What follows belongs to an exercise in optimizing a design on an open flow for small area; a production flow would make more cautious choices.
The RTL was checked by simulation tests, not by an equivalence proof against the original design.
The flow treats the clock pin as an ideal source. Dropping or thinning the clock tree relies on that and would not hold on a real chip.

== run A ==
==> module KeyFilter, before the edit <==
module KeyFilter
(
	input clk100khz,
	input rst,
	input phase2,
	input mode_set_o,
	input inc_o,
	input dec_o,
	output reg mode_set,
	output reg inc,
	output reg dec
);
	reg mode_set_buff;
	reg inc_buff;
	reg dec_buff;
	reg [7: 0] lfsr;
	wire last167 = (lfsr & 8'hd3) == 8'h51;
	wire wrap = last167 & phase2;
	always@(posedge clk100khz)
	begin
		if(rst | last167)
			lfsr <= 8'h5b;
		else
			lfsr <= {~lfsr[6: 0], ~(lfsr[7] ^ lfsr[2])};
		if(rst)
		begin
			mode_set <= 1;
			inc <= 1;
			dec <= 1;
			mode_set_buff <= 1;
			inc_buff <= 1;
			dec_buff <= 1;
		end
		else if(wrap)
		begin
			mode_set <= mode_set_buff;
			inc <= inc_buff;
			dec <= dec_buff;
			mode_set_buff <= 1;
			inc_buff <= 1;
			dec_buff <= 1;
		end
		else
		begin
			mode_set_buff <= mode_set_buff & mode_set_o;
			inc_buff <= inc_buff & inc_o;
			dec_buff <= dec_buff & dec_o;
		end
	end
endmodule
==> module LedOutput, before the edit <==
module LedOutput
(
	input clk100khz,
	input rst,
	input [23: 0] digits,   
	input [1: 0] mode_flag,
	output wire [5: 0] scan,
	output wire [7: 0] dout,
	output wire clk1hz,
	output wire phase2
);
	function automatic [6: 0] led_num(input [3: 0] d);
		case(d)
			4'd0: led_num = 7'b0111111;   
			4'd1: led_num = 7'b0000110;
			4'd2: led_num = 7'b1011011;
			4'd3: led_num = 7'b1001111;
			4'd4: led_num = 7'b1100110;   
			4'd5: led_num = 7'b1101101;
			4'd6: led_num = 7'b1111101;
			4'd7: led_num = 7'b0000111;
			4'd8: led_num = 7'b1111111;   
			4'd9: led_num = 7'b1101111;
			4'd10: led_num = 7'b0111111;   
			4'd11: led_num = 7'h07;
			4'd12: led_num = 7'h27;
			4'd13: led_num = 7'h2d;
			4'd14: led_num = 7'h3d;
			default: led_num = 7'h07;
		endcase
	endfunction
	reg [2: 0] ptr;
	reg [2: 0] tick;
	reg [14: 0] lfsr;
	wire [5: 0] p1h = {~ptr[1] & ptr[2], ~ptr[0] & ptr[1], ptr[0] & ptr[2],
		~ptr[2] & ptr[1], ptr[0] & ~ptr[1], ~ptr[0] & ~ptr[2]};
	wire last16667 = (lfsr & 15'h1e3f) == 15'h1414;
	assign phase2 = p1h[2] | p1h[5];
	assign clk1hz = tick[2];
	wire hide = tick[2] & ~tick[0];
	wire [3: 0] curDigit =
		({4{p1h[0]}} & digits[23: 20]) |
		({4{p1h[1]}} & digits[19: 16]) |
		({4{p1h[2]}} & digits[15: 12]) |
		({4{p1h[3]}} & digits[11: 8]) |
		({4{p1h[4]}} & digits[7: 4]) |
		({4{p1h[5]}} & digits[3: 0]);
	wire field =
		(mode_flag == 2'd3 & (p1h[0] | p1h[1])) |
		(mode_flag == 2'd2 & (p1h[2] | p1h[3])) |
		(mode_flag == 2'd1 & (p1h[4] | p1h[5]));
	assign scan = {p1h[0], p1h[1], p1h[2], p1h[3], p1h[4], p1h[5]};
	assign dout = {p1h[1] | p1h[3], (hide & field) ? 7'b0 : led_num(curDigit)};
	always@(posedge clk100khz)
	if(rst)
	begin
		ptr <= 0;
		tick <= 0;
		lfsr <= 15'h22e3;
	end
	else
	begin
		ptr <= {ptr[1: 0], ~ptr[2]};
		if(last16667)
		begin
			lfsr <= 15'h22e3;
			tick <= {tick[1: 0], ~tick[2]};
		end
		else
			lfsr <= {~lfsr[13: 0], ~(lfsr[14] ^ lfsr[6])};
	end
endmodule
clock: 10.0 ns
lec_check: 0
cap_margin: 20
core_margin: 2
core_utilization: 40
slew_margin: 20
standard.sh (not shown) runs the stock make flow with config.mk's settings and CLKGATE_MAP_FILE= SYNTH_SCRIPT=/design/flow/synth_recipe.tcl, a recipe that flattens the netlist after the stock synthesis.
==> flow/flow/run.sh <==
#!/bin/bash
# Own layout flow: the standard flow with these changes, made through
# ORFS's own variables and hooks:
#  - synthesis is the standard flow's synthesis script with an area-oriented ABC script
#    (flow/area.abc) and without Yosys's adder extraction (ADDER_MAP_FILE
#    empty), so ABC maps all the logic itself;
#  - input/output ports are buffered with sky130_fd_sc_hd__buf_1;
#  - the clock tree is built by flow/manual_cts.tcl (a few clock buffers,
#    each driving one cluster of flip-flops and sized for its load) instead
#    of TritonCTS.
# The tools' own logs are in orfs/logs/; make's output is in synth.log and
# standard.log here.
set -euo pipefail
here=$(pwd)
export FLOW_WORK="$here"
export MY_ABC_SCRIPT="$here/flow/area.abc"
export BUFFER_PORTS_ARGS="-buffer_cell sky130_fd_sc_hd__buf_1"
export PRE_CTS_TCL="$here/flow/manual_cts.tcl"
export MCTS_K=${MCTS_K:-3}
export MCTS_CELL=${MCTS_CELL:-sky130_fd_sc_hd__buf_16}
# each clock buffer is then downsized to the smallest of these that keeps its
# flip-flops' estimated clock slew within MCTS_SLEW ns
export MCTS_SIZES="sky130_fd_sc_hd__buf_4 sky130_fd_sc_hd__buf_6 sky130_fd_sc_hd__buf_8 sky130_fd_sc_hd__buf_12 sky130_fd_sc_hd__buf_16"
export MCTS_SLEW=0.100

# synthesis (same make call as standard.sh, with the synthesis script and
# adder mapping changed)
make -C "$FLOW_HOME" DESIGN_CONFIG="$here/config.mk" WORK_HOME="$here/orfs" \
  CLKGATE_MAP_FILE= ADDER_MAP_FILE= SYNTH_SCRIPT="$here/flow/synth_wrap.tcl" \
  synth > synth.log 2>&1
grep -q "area.abc" abc_script_used.txt

# the rest of the standard flow, from the synthesised netlist
bash standard.sh > standard.log 2>&1
Other scripts of this flow, unchanged in this note and not shown: flow/flow/area.abc, flow/flow/manual_cts.tcl, flow/flow/synth_wrap.tcl
In summary, run A completed successfully, with a layout that passed the timing, DRC and antenna checks.
Edits applied to the flow inputs when going from run A to run B:
-- flow/design.v --
<<< run A, line 115
	reg dec_buff;
	reg [7: 0] lfsr;
	wire last167 = (lfsr & 8'hd3) == 8'h51;
	wire wrap = last167 & phase2;
	always@(posedge clk100khz)
	begin
		if(rst | last167)
			lfsr <= 8'h5b;
		else
			lfsr <= {~lfsr[6: 0], ~(lfsr[7] ^ lfsr[2])};
>>> run B, line 115
	reg dec_buff;
	reg [7: 0] lfsr;
	wire last167 = (lfsr & 8'hd7) == 8'h86;
	wire wrap = last167 & phase2;
	always@(posedge clk100khz)
	begin
		if(rst | last167)
			lfsr <= 8'h00;
		else
			lfsr <= {~lfsr[6: 0], ~(lfsr[7] ^ lfsr[2])};
<<< run A, line 185
	wire [5: 0] p1h = {~ptr[1] & ptr[2], ~ptr[0] & ptr[1], ptr[0] & ptr[2],
		~ptr[2] & ptr[1], ptr[0] & ~ptr[1], ~ptr[0] & ~ptr[2]};
	wire last16667 = (lfsr & 15'h1e3f) == 15'h1414;
	assign phase2 = p1h[2] | p1h[5];
	assign clk1hz = tick[2];
>>> run B, line 185
	wire [5: 0] p1h = {~ptr[1] & ptr[2], ~ptr[0] & ptr[1], ptr[0] & ptr[2],
		~ptr[2] & ptr[1], ptr[0] & ~ptr[1], ~ptr[0] & ~ptr[2]};
	wire last16667 = (lfsr & 15'h35ff) == 15'h25ac;
	assign phase2 = p1h[2] | p1h[5];
	assign clk1hz = tick[2];
<<< run A, line 207
		ptr <= 0;
		tick <= 0;
		lfsr <= 15'h22e3;
	end
	else
>>> run B, line 207
		ptr <= 0;
		tick <= 0;
		lfsr <= 15'h0000;
	end
	else
<<< run A, line 214
		if(last16667)
		begin
			lfsr <= 15'h22e3;
			tick <= {tick[1: 0], ~tick[2]};
		end
		else
			lfsr <= {~lfsr[13: 0], ~(lfsr[14] ^ lfsr[6])};
	end
endmodule
>>> run B, line 214
		if(last16667)
		begin
			lfsr <= 15'h0000;
			tick <= {tick[1: 0], ~tick[2]};
		end
		else
			lfsr <= {~lfsr[13: 0], ~(lfsr[14] ^ lfsr[0])};
	end
endmodule
Findings:
For run B, the most frequent standard cell in the layout excluding fill and tap cells was sky130_fd_sc_hd__nor2_1, unlike run A, where it was sky130_fd_sc_hd__dfxtp_1. Looking at timing startpoint of the critical path, the ledOutput.ptr[2] result is from run B; the ledOutput.ptr[1] one comes from run A. Compared with run A, run B shows die area that has gone up slightly. Final critical-path share of the clock period: run B vs run A up 1.4 points. Re half-perimeter wire length after placement: run A and run B aren't equal, and the higher value belongs to run B. Summary of run B over run A: share of the core filled with cells fell 0.24 points, wire length per cell after detailed routing rose 0.71%, achievable clock frequency fell about 3%, routing usage on met2 rose 2.1 points. Number of standard cells in the final layout excluding fillers ends up lower on run A.
In every run of this note, the design's own scripts or RTL, not TritonCTS, make the clock network.

---

JK:
Another version of the RTL of TopEntity (not shown whole).
For scale: ~63 flip-flops, ~19 I/O pins.
==> module Counter, before the edit <==
module Counter
	#(parameter integer max_num = 59, parameter integer msb_w = 3)
(
	input clk100khz,
	input rst,
	input inc,
	input dec_e,
	output [3: 0] msb,
	output reg [3: 0] lsb,
	output c
);
	localparam hours = max_num == 23;
	reg [msb_w - 1: 0] m;
	reg inc_pre;
	assign msb = m;
	wire [3: 0] l = lsb;
	wire inc_e = inc & ~inc_pre;
	wire l9 = l[3] & l[0];
	wire l0 = hours ? ~|l : ~l[2] & ~l[0] & ~(l[3] ^ l[1]);
	wire m0 = ~|m;
	assign c = l[3] & l[1];
	wire at_max = hours ? m[msb_w - 1] & l[1] & l[0] : m[2] & m[0] & l9;
	wire [3: 0] l_up = {(l[3] & ~l[0] & (hours | ~l[1])) | (l[2] & l[1] & l[0]), l[2] ^ (l[1] & l[0]),
		(l[1] ^ l[0]) & ~l[3], ~l[0]};
	wire [3: 0] l_dn = {(l[3] & l[0]) | l0, (l[2] & (l[1] | l[0])) | (l[3] & ~l[0] & (hours | ~l[1])),
		~(l[1] ^ l[0]) & ~l0, ~l[0]};
	wire [msb_w - 1: 0] m_up, m_dn;
	generate
		if(hours)
		begin : g_h
			assign m_up = {m[0], ~m[1] & ~m[0]};
			assign m_dn = {m0, m[1]};
		end
		else
		begin : g_ms
			assign m_up = {(m[2] & ~m[0]) | (m[1] & m[0]), (m[1] ^ m[0]) & ~m[2], ~m[0]};
			assign m_dn = {(m[2] & m[0]) | m0, (m[1] & m[0]) | (m[2] & ~m[0]), ~m[0]};
		end
	endgenerate
	always@(posedge clk100khz)
	begin
		if(rst)
		begin
			m <= 0;
			lsb <= 0;
		end
		else if(inc_e)
		begin
			lsb <= at_max ? (hours ? 4'd0 : 4'b1010) : l_up;
			if(l9 | at_max)
				m <= m_up;
		end
		else if(dec_e)
		begin
			lsb <= (hours && m0 && l0) ? 4'd3 : l_dn;
			if(l0)
				m <= m_dn;
		end
		inc_pre <= rst ? 1'b0 : inc;
	end
endmodule
==> flow/config.mk <==
export PLATFORM = sky130hd
export DESIGN_NAME = TopEntity
export DESIGN_NICKNAME = TopEntity
export VERILOG_FILES = /design/flow/design.v
export SDC_FILE = /design/flow/constraint.sdc
export NUM_CORES = 4
export LEC_CHECK = 0
export CAP_MARGIN = 20
export CORE_MARGIN = 2
export CORE_UTILIZATION = 80
export PLACE_DENSITY = 0.92
export SLEW_MARGIN = 20
==> flow/constraint.sdc <==
create_clock -name core_clock -period 10.0 [get_ports {clk100khz}]
set_input_delay 2.0000 -clock core_clock [delete_from_list [all_inputs] [get_ports {clk100khz}]]
set_output_delay 2.0000 -clock core_clock [all_outputs]
set_load 0.01 [all_outputs]
==> flow/flow/run.sh <==
#!/bin/bash
# Own layout flow: the standard flow with these changes, made through
# ORFS's own variables and hooks:
#  - synthesis is the standard flow's synthesis script with an area-oriented ABC script
#    (flow/area.abc) and without Yosys's adder extraction (ADDER_MAP_FILE
#    empty), so ABC maps all the logic itself;
#  - input/output ports are buffered with sky130_fd_sc_hd__buf_1;
#  - the clock tree is built by flow/manual_cts.tcl (a few clock buffers,
#    each driving one cluster of flip-flops and sized for its load; the
#    cluster count with the least buffer area is kept) instead of TritonCTS.
# The tools' own logs are in orfs/logs/; make's output is in synth.log and
# standard.log here.
set -euo pipefail
here=$(pwd)
export FLOW_WORK="$here"
export MY_ABC_SCRIPT="$here/flow/area.abc"
export BUFFER_PORTS_ARGS="-buffer_cell sky130_fd_sc_hd__buf_1"
export PRE_CTS_TCL="$here/flow/manual_cts.tcl"
export MCTS_K=${MCTS_K:-"2 3 4"}
# each clock buffer is then downsized to the smallest of these that keeps its
# flip-flops' estimated clock slew within MCTS_SLEW ns
export MCTS_SIZES="sky130_fd_sc_hd__buf_4 sky130_fd_sc_hd__buf_6 sky130_fd_sc_hd__buf_8 sky130_fd_sc_hd__buf_12 sky130_fd_sc_hd__buf_16"
export MCTS_SLEW=0.100

# synthesis (same make call as standard.sh, with the synthesis script and
# adder mapping changed)
make -C "$FLOW_HOME" DESIGN_CONFIG="$here/config.mk" WORK_HOME="$here/orfs" \
  CLKGATE_MAP_FILE= ADDER_MAP_FILE= SYNTH_SCRIPT="$here/flow/synth_wrap.tcl" \
  synth > synth.log 2>&1
grep -q "area.abc" abc_script_used.txt

# the rest of the standard flow, from the synthesised netlist
bash standard.sh > standard.log 2>&1
Other scripts of this flow, unchanged in this note and not shown: flow/flow/area.abc, flow/flow/manual_cts.tcl, flow/flow/synth_wrap.tcl
JK reached the end of the flow, and the finished layout is clean on the timing, DRC and antenna checks.
--- input diff JK..MS ---
-- flow/design.v --
<<< JK, line 56
	wire inc_e = inc & ~inc_pre;
	wire l9 = l[3] & l[0];
	wire l0 = hours ? ~|l : ~l[2] & ~l[0] & ~(l[3] ^ l[1]);
	wire m0 = ~|m;
	assign c = l[3] & l[1];
	wire at_max = hours ? m[msb_w - 1] & l[1] & l[0] : m[2] & m[0] & l9;
	wire [3: 0] l_up = {(l[3] & ~l[0] & (hours | ~l[1])) | (l[2] & l[1] & l[0]), l[2] ^ (l[1] & l[0]),
		(l[1] ^ l[0]) & ~l[3], ~l[0]};
	wire [3: 0] l_dn = {(l[3] & l[0]) | l0, (l[2] & (l[1] | l[0])) | (l[3] & ~l[0] & (hours | ~l[1])),
		~(l[1] ^ l[0]) & ~l0, ~l[0]};
	wire [msb_w - 1: 0] m_up, m_dn;
>>> MS, line 56
	wire inc_e = inc & ~inc_pre;
	wire l9 = l[3] & l[0];
	wire l0 = ~l[2] & ~l[0] & ~(l[3] ^ l[1]);
	wire m0 = ~|m;
	assign c = l[3] & l[1];
	wire at_max = hours ? m[msb_w - 1] & l[1] & l[0] : m[2] & m[0] & l9;
	wire [3: 0] l_up = {(l[3] & ~l[0] & ~l[1]) | (l[2] & l[1] & l[0]), l[2] ^ (l[1] & l[0]),
		(l[1] ^ l[0]) & ~l[3], ~l[0]};
	wire [3: 0] l_dn = {(l[3] & l[0]) | l0, (l[2] & (l[1] | l[0])) | (l[3] & ~l[0] & ~l[1]),
		~(l[1] ^ l[0]) & ~l0, ~l[0]};
	wire [msb_w - 1: 0] m_up, m_dn;
Notes after the runs:
Per the comparison of MS with JK, total die area lower; global-route usage lower. The via count of MS falls short of that of JK by about 4.5%. Against JK as the reference, MS delivers a lower wire length. Share of synthesized area occupied by flip-flops and latches sits higher in MS than in JK. On final design instance area without fill, MS and JK are neck and neck. Launching element of the worst setup path = ledOutput.ptr[1]$_SDFF_PP0_: MS; launching element of the worst setup path = ledOutput.ptr[2]$_SDFF_PP0_: JK. In terms of initial antenna violation count, JK and MS differ only marginally.
No run of this note takes its clock network from TritonCTS; it comes from the design's own scripts or RTL.

[port drivers added, routing unchanged]
The flow's constraints put no driver on any port. The routed layouts listed below were extracted and timed again, unchanged, in two steps. Step 1 sets driving cells, clkbuf_16 on the clock port and buf_2 on the other inputs (assumed; they add their load-dependent delay and slew). Step 2 also shifts input and output timing later by t, the mid clock arrival at the registers, as if the neighbouring blocks saw the same clock. Three values: no drivers, after step 1, after step 2; two values: the first two.
| run | shift t [ns] | setup slack, ns | pins driven straight from the clock port |
|---|---|---|---|
| run A | 0.192 | 5.637 / 5.568 / 5.760 | 3 |
| run B | 0.185 | 5.499 / 5.434 / 5.619 | 3 |
| JK | 0.187 | 5.647 / 5.586 / 5.773 | 4 |
| MS | 0.181 | 5.238 / 5.182 / 5.363 | 3 |
After both steps setup and hold are still met in every run listed.
